Source: an optimization exercise on an open RTL-to-GDS flow (aim: small area, a short achievable clock period and few clock cycles). Production flows keep margins and buffers that such runs may drop. Power is estimated from default activity; no workload was simulated.

## SimpleCPU
module SimpleCPU(clk, rst, data_fromRAM, wrEn, addr_toRAM, data_toRAM);
input clk, rst;
input wire [31:0] data_fromRAM;
output wire wrEn;
output wire [9:0] addr_toRAM;
output wire [31:0] data_toRAM;
localparam ADD = 3'd0, NAND = 3'd1, SRL = 3'd2, LT = 3'd3,
           CP  = 3'd4, CPI  = 3'd5, BZJ = 3'd6, MUL = 3'd7;
localparam S_FW  = 3'd0,   
           S_DEC = 3'd1,   
           S_G1  = 3'd2,
           S_G2  = 3'd3,
           S_G3  = 3'd4,
           S_EX  = 3'd5,   
           S_M   = 3'd6,   
           S_BT  = 3'd7;   
reg [2:0]  state;
reg [9:0]  pc;
reg [9:0]  addr;
reg        wr;
reg [2:0]  op;
reg        im;
reg [9:0]  fa;
reg [31:0] r1, r2;
reg [4:0]  cnt;
reg        first, sleft, sodd, sbig;
reg        rs;            
reg        ltf;           
wire [31:0] d = data_fromRAM;
assign wrEn       = wr & ~rst;
assign addr_toRAM = addr;
assign data_toRAM = r2;
wire [9:0] pc1 = pc + 10'd1;
reg  [1:0]  xsel;    
reg         xand;    
reg         xneg;
reg  [2:0]  ysel;    
reg         cin;
reg  [31:0] ay;
wire [31:0] m1 = ({32{xsel == 2'd1}} & ({32{~xand}} | r2))
               | ({32{xsel == 2'd3}} & {18'd0, 14'h3fff});
wire [31:0] m2 = {32{xsel == 2'd2}};
wire [31:0] ax = ((d & m1) | ({d[30:0], 1'b0} & m2)) ^ {32{xneg}};
always @(*) begin
	case (ysel)
	3'd1: ay = r2;
	3'd2: ay = {r2[29:0], 2'b00};
	3'd3: ay = {1'b0, r2[31:1]};
	3'd4: ay = {2'b00, r2[31:2]};
	default: ay = 32'd0;
	endcase
end
wire [31:0] ag0 = ax & ay;
wire [31:0] ap0 = ax ^ ay;
reg  [31:0] ag, ap;
integer ai, al, aj;
always @(*) begin
	ag = ag0;
	ap = ap0;
	ag[0] = ag0[0] | (ap0[0] & cin);
	for (al = 1; al < 32; al = al * 2)
		for (ai = 0; ai < 32; ai = ai + 1)
			if ((ai / al) % 2 == 1) begin
				aj = (ai / al) * al - 1;
				ag[ai] = ag[ai] | (ap[ai] & ag[aj]);
				ap[ai] = ap[ai] & ap[aj];
			end
end
  ...
==> flow/config.mk <==
export PLATFORM = sky130hd
export DESIGN_NAME = SimpleCPU
export DESIGN_NICKNAME = SimpleCPU
export VERILOG_FILES = /design/flow/design.v
export SDC_FILE = /design/flow/constraint.sdc
export NUM_CORES = 4
export LEC_CHECK = 0
export CAP_MARGIN = 20
export CORE_MARGIN = 2
export CORE_UTILIZATION = 40
export SLEW_MARGIN = 20
==> flow/constraint.sdc <==
create_clock -name core_clock -period 10.0 [get_ports {clk}]
set_input_delay 2.0000 -clock core_clock [delete_from_list [all_inputs] [get_ports {clk}]]
set_output_delay 2.0000 -clock core_clock [all_outputs]
set_load 0.01 [all_outputs]
standard.sh (not shown) runs the stock make flow with config.mk's settings and CLKGATE_MAP_FILE= SYNTH_SCRIPT=/design/flow/synth_recipe.tcl, a recipe that flattens the netlist after the stock synthesis.
==> flow/flow/run.sh <==
#!/bin/bash
# Standard ORFS layout, with repair_timing aiming past the clock period the
# SDC states so that the achieved period gets as short as the design allows,
# and plain buffers on the ports.
set -euo pipefail
export SETUP_SLACK_MARGIN=5.5
export CTS_ARGS="-sink_clustering_enable -repair_clock_nets -dont_use_dummy_load"
export BUFFER_PORTS_ARGS="-buffer_cell sky130_fd_sc_hd__buf_2"
bash standard.sh > standard.log 2>&1
The first run passed the timing, DRC and antenna checks.
Then changed:
--- a/flow/design.v
+++ b/flow/design.v
@@ -43,72 +43,57 @@
 wire [31:0] m2 = {32{xsel == 2'd2}};
 wire [31:0] ax = ((d & m1) | ({d[30:0], 1'b0} & m2)) ^ {32{xneg}};
 always @(*) begin
 	case (ysel)
 	3'd1: ay = r2;
 	3'd2: ay = {r2[29:0], 2'b00};
 	3'd3: ay = {1'b0, r2[31:1]};
 	3'd4: ay = {2'b00, r2[31:2]};
 	default: ay = 32'd0;
 	endcase
 end
-wire [31:0] ag0 = ax & ay;
-wire [31:0] ap0 = ax ^ ay;
-reg  [31:0] ag, ap;
-integer ai, al, aj;
-always @(*) begin
-	ag = ag0;
-	ap = ap0;
-	ag[0] = ag0[0] | (ap0[0] & cin);
-	for (al = 1; al < 32; al = al * 2)
-		for (ai = 0; ai < 32; ai = ai + 1)
-			if ((ai / al) % 2 == 1) begin
-				aj = (ai / al) * al - 1;
-				ag[ai] = ag[ai] | (ap[ai] & ag[aj]);
-				ap[ai] = ap[ai] & ap[aj];
-			end
-end
-wire [32:0] asum = {ag[31], ap0 ^ {ag[30:0], cin}};
+wire [33:0] asum0 = {1'b0, ax, 1'b1} + {1'b0, ay, cin};
+wire [32:0] asum = asum0[33:1];
 wire       mwin = sleft;
 wire [2:0] bd = mwin ? {r1[17:16] & {2{~first}}, r1[15]} : r1[31:29];
 wire booth_zero = (bd == 3'b000) || (bd == 3'b111);
 wire booth_two  = (bd == 3'b011) || (bd == 3'b100);
 wire booth_neg  = bd[2] && !booth_zero;
 function [4:0] srl_cnt(input [5:0] n);
 	srl_cnt = {1'b0, n[4:1]} + {4'd0, n[0] & ~n[5]};
 endfunction
 reg [2:0]  state_n;
 reg        wr_n;
 reg [4:0]  cnt_n;
 reg        first_n, sleft_n, sodd_n, sbig_n;
-reg        a_A, a_B, a_pc1, a_pc, a_r2;
+reg        a_A, a_B, a_pc1, a_pc, a_sum;
 reg [9:0]  addr_n;
 wire dec_big = |d[13:6];
 wire g2_big  = |d[31:6];
 wire g2_short = ~|d[31:16];
 wire dop_is_mul = (d[31:29] == MUL);
 wire [4:0] g2_cnt = g2_big ? 5'd0 : srl_cnt(d[5:0]);
 wire is_alu = (op == ADD) || (op == NAND) || (op == LT);
 always @(*) begin
 	state_n   = state;
 	wr_n      = 1'b0;
 	cnt_n     = cnt - 5'd1;
 	first_n   = first;
 	sleft_n   = sleft;
 	sodd_n    = sodd;
 	sbig_n    = sbig;
 	a_A       = 1'b0;
 	a_B       = 1'b0;
 	a_pc1     = 1'b0;
 	a_pc      = 1'b0;
-	a_r2      = 1'b0;
+	a_sum     = 1'b0;
 	xsel      = 2'd0;
 	xneg      = 1'b0;
 	xand      = 1'b0;
 	ysel      = 3'd1;
 	cin       = 1'b0;
 	case (state)
 	S_FW: state_n = S_DEC;
 	S_DEC: begin
 		xsel      = 2'd3;
 		ysel      = 3'd0;
 		first_n   = 1'b1;
@@ -136,23 +121,25 @@
 		end else if (im && op == LT) begin
 			state_n = S_EX;
 		end else if (im && (op == MUL || op == SRL)) begin
 			a_pc1   = (cnt == 5'd1);
 			state_n = S_M;
 		end else if (op == CP) begin
 			a_pc1   = 1'b1;
 			state_n = S_EX;
 		end else if (op == BZJ && !im) begin
 			a_pc1   = 1'b1;
 		end else if (op == BZJ) begin
-			a_r2    = 1'b1;
+			xsel    = 2'd0;
+			ysel    = 3'd1;
+			a_sum   = 1'b1;
 		end
 	end
 	S_G2: begin
 		state_n = S_EX;
 		case (op)
 		ADD, NAND, LT: begin
 			xsel  = 2'd1;
 			ysel  = 3'd0;
 			a_pc1 = (op != LT);
 		end
 		MUL: begin
@@ -170,39 +157,35 @@
 		end
 		CPI: if (im) begin
 			xsel  = 2'd1;
 			ysel  = 3'd0;
 			a_pc1 = 1'b1;
 		end else begin
 			a_B     = 1'b1;
 			state_n = S_G3;
 		end
 		BZJ: if (im) begin
 			xsel    = 2'd1;
-			state_n = (d[9:0] == 10'd0) ? S_DEC : S_G3;
+			a_sum   = 1'b1;
+			state_n = (d[9:0] == 10'd0) ? S_DEC : S_FW;
 		end else if (d != 32'd0) begin
 			state_n = S_DEC;
 		end else begin
 			state_n = S_BT;
 		end
 		default: ;
 		endcase
 	end
 	S_G3: begin
-		if (op == BZJ) begin
-			a_r2    = 1'b1;
-			state_n = S_FW;
-		end else begin
-			a_pc1   = 1'b1;
-			state_n = S_EX;
-		end
+		a_pc1   = 1'b1;
+		state_n = S_EX;
 	end
 	S_EX: begin
 		wr_n    = 1'b1;
 		state_n = S_DEC;
 		case (op)
 		ADD: xsel = 2'd1;
 		LT: begin
 			xsel    = 2'd1;
 			xneg    = 1'b1;
 			wr_n    = 1'b0;
 			a_pc1   = 1'b1;
@@ -260,30 +243,30 @@
 	end
 	endcase
 	if (rst) wr_n = 1'b0;
 	if (rs) begin
 		state_n = S_FW;
 		wr_n    = 1'b0;
 	end
 	addr_n = ({10{a_A}}   & d[23:14])
 	       | ({10{a_B}}   & d[9:0])
 	       | ({10{a_pc1}} & pc1)
 	       | ({10{a_pc}}  & pc)
-	       | ({10{a_r2}}  & r2[9:0])
-	       | ({10{!(a_A || a_B || a_pc1 || a_pc || a_r2)}} & fa);
+	       | ({10{a_sum}} & asum[9:0])
+	       | ({10{!(a_A || a_B || a_pc1 || a_pc || a_sum)}} & fa);
 	if (rs) addr_n = 10'd0;
 end
 always @(posedge clk) begin
 	state <= state_n;
 	addr  <= addr_n;
-	if (rs || a_pc1 || a_r2 || (state == S_BT && !first)) pc <= addr_n;
+	if (rs || a_pc1 || a_sum || (state == S_BT && !first)) pc <= addr_n;
 	rs    <= rst;
 	wr    <= wr_n;
 	cnt   <= cnt_n;
 	first <= first_n;
 	sleft <= sleft_n;
 	sodd  <= sodd_n;
 	ltf   <= asum[32];
 	sbig  <= sbig_n;
 	if (state == S_DEC) begin
 		op <= d[31:29];
 		im <= d[28];
Result: Synthesized cell count increases by a little under a tenth; setup slack is worse by 51 ps; fmax shrinks slightly; wire length went up by about a fifth; count of clock-buffer cells in the layout stays the same; global-route usage increases by 1.8 points; final cell count went up by a little under a tenth; power fell by a little under a tenth; sequential power fell by a little under a tenth.
No run of this note included a check of the RTL's function; only the layout flow was run.

==> what the ideal ports hide <==
No port has a modelled driver above. Below, the same layouts with a new extraction and two added sets of constraints.
Step 1: set_driving_cell puts a clkbuf_16 on clk and a buf_2 on each other input, an assumption about the parent block.
Step 2 times the ports against the registers' clock, not the clock port: input delays grow and output delays shrink by t, the midpoint of the rising clock arrivals with the driver on.
Slacks: no drivers / after step 1 / after step 2; pairs: no drivers / after step 1.
run	t (ns)	setup slack, ns	hold WS [ns]	latest minus earliest clock arrival (ns)
the first run	0.453	5.594 / 5.615 / 5.162	0.447 / 0.447 / 0.447	0.025 / 0.024
the second run	0.456	5.543 / 5.525 / 5.069	0.446 / 0.446 / 0.446	0.021 / 0.022
After both steps setup and hold are still met in every run listed. The setup slack of the second run, which loses most, moves by -0.018 ns with the drivers and by -0.474 ns with both steps.
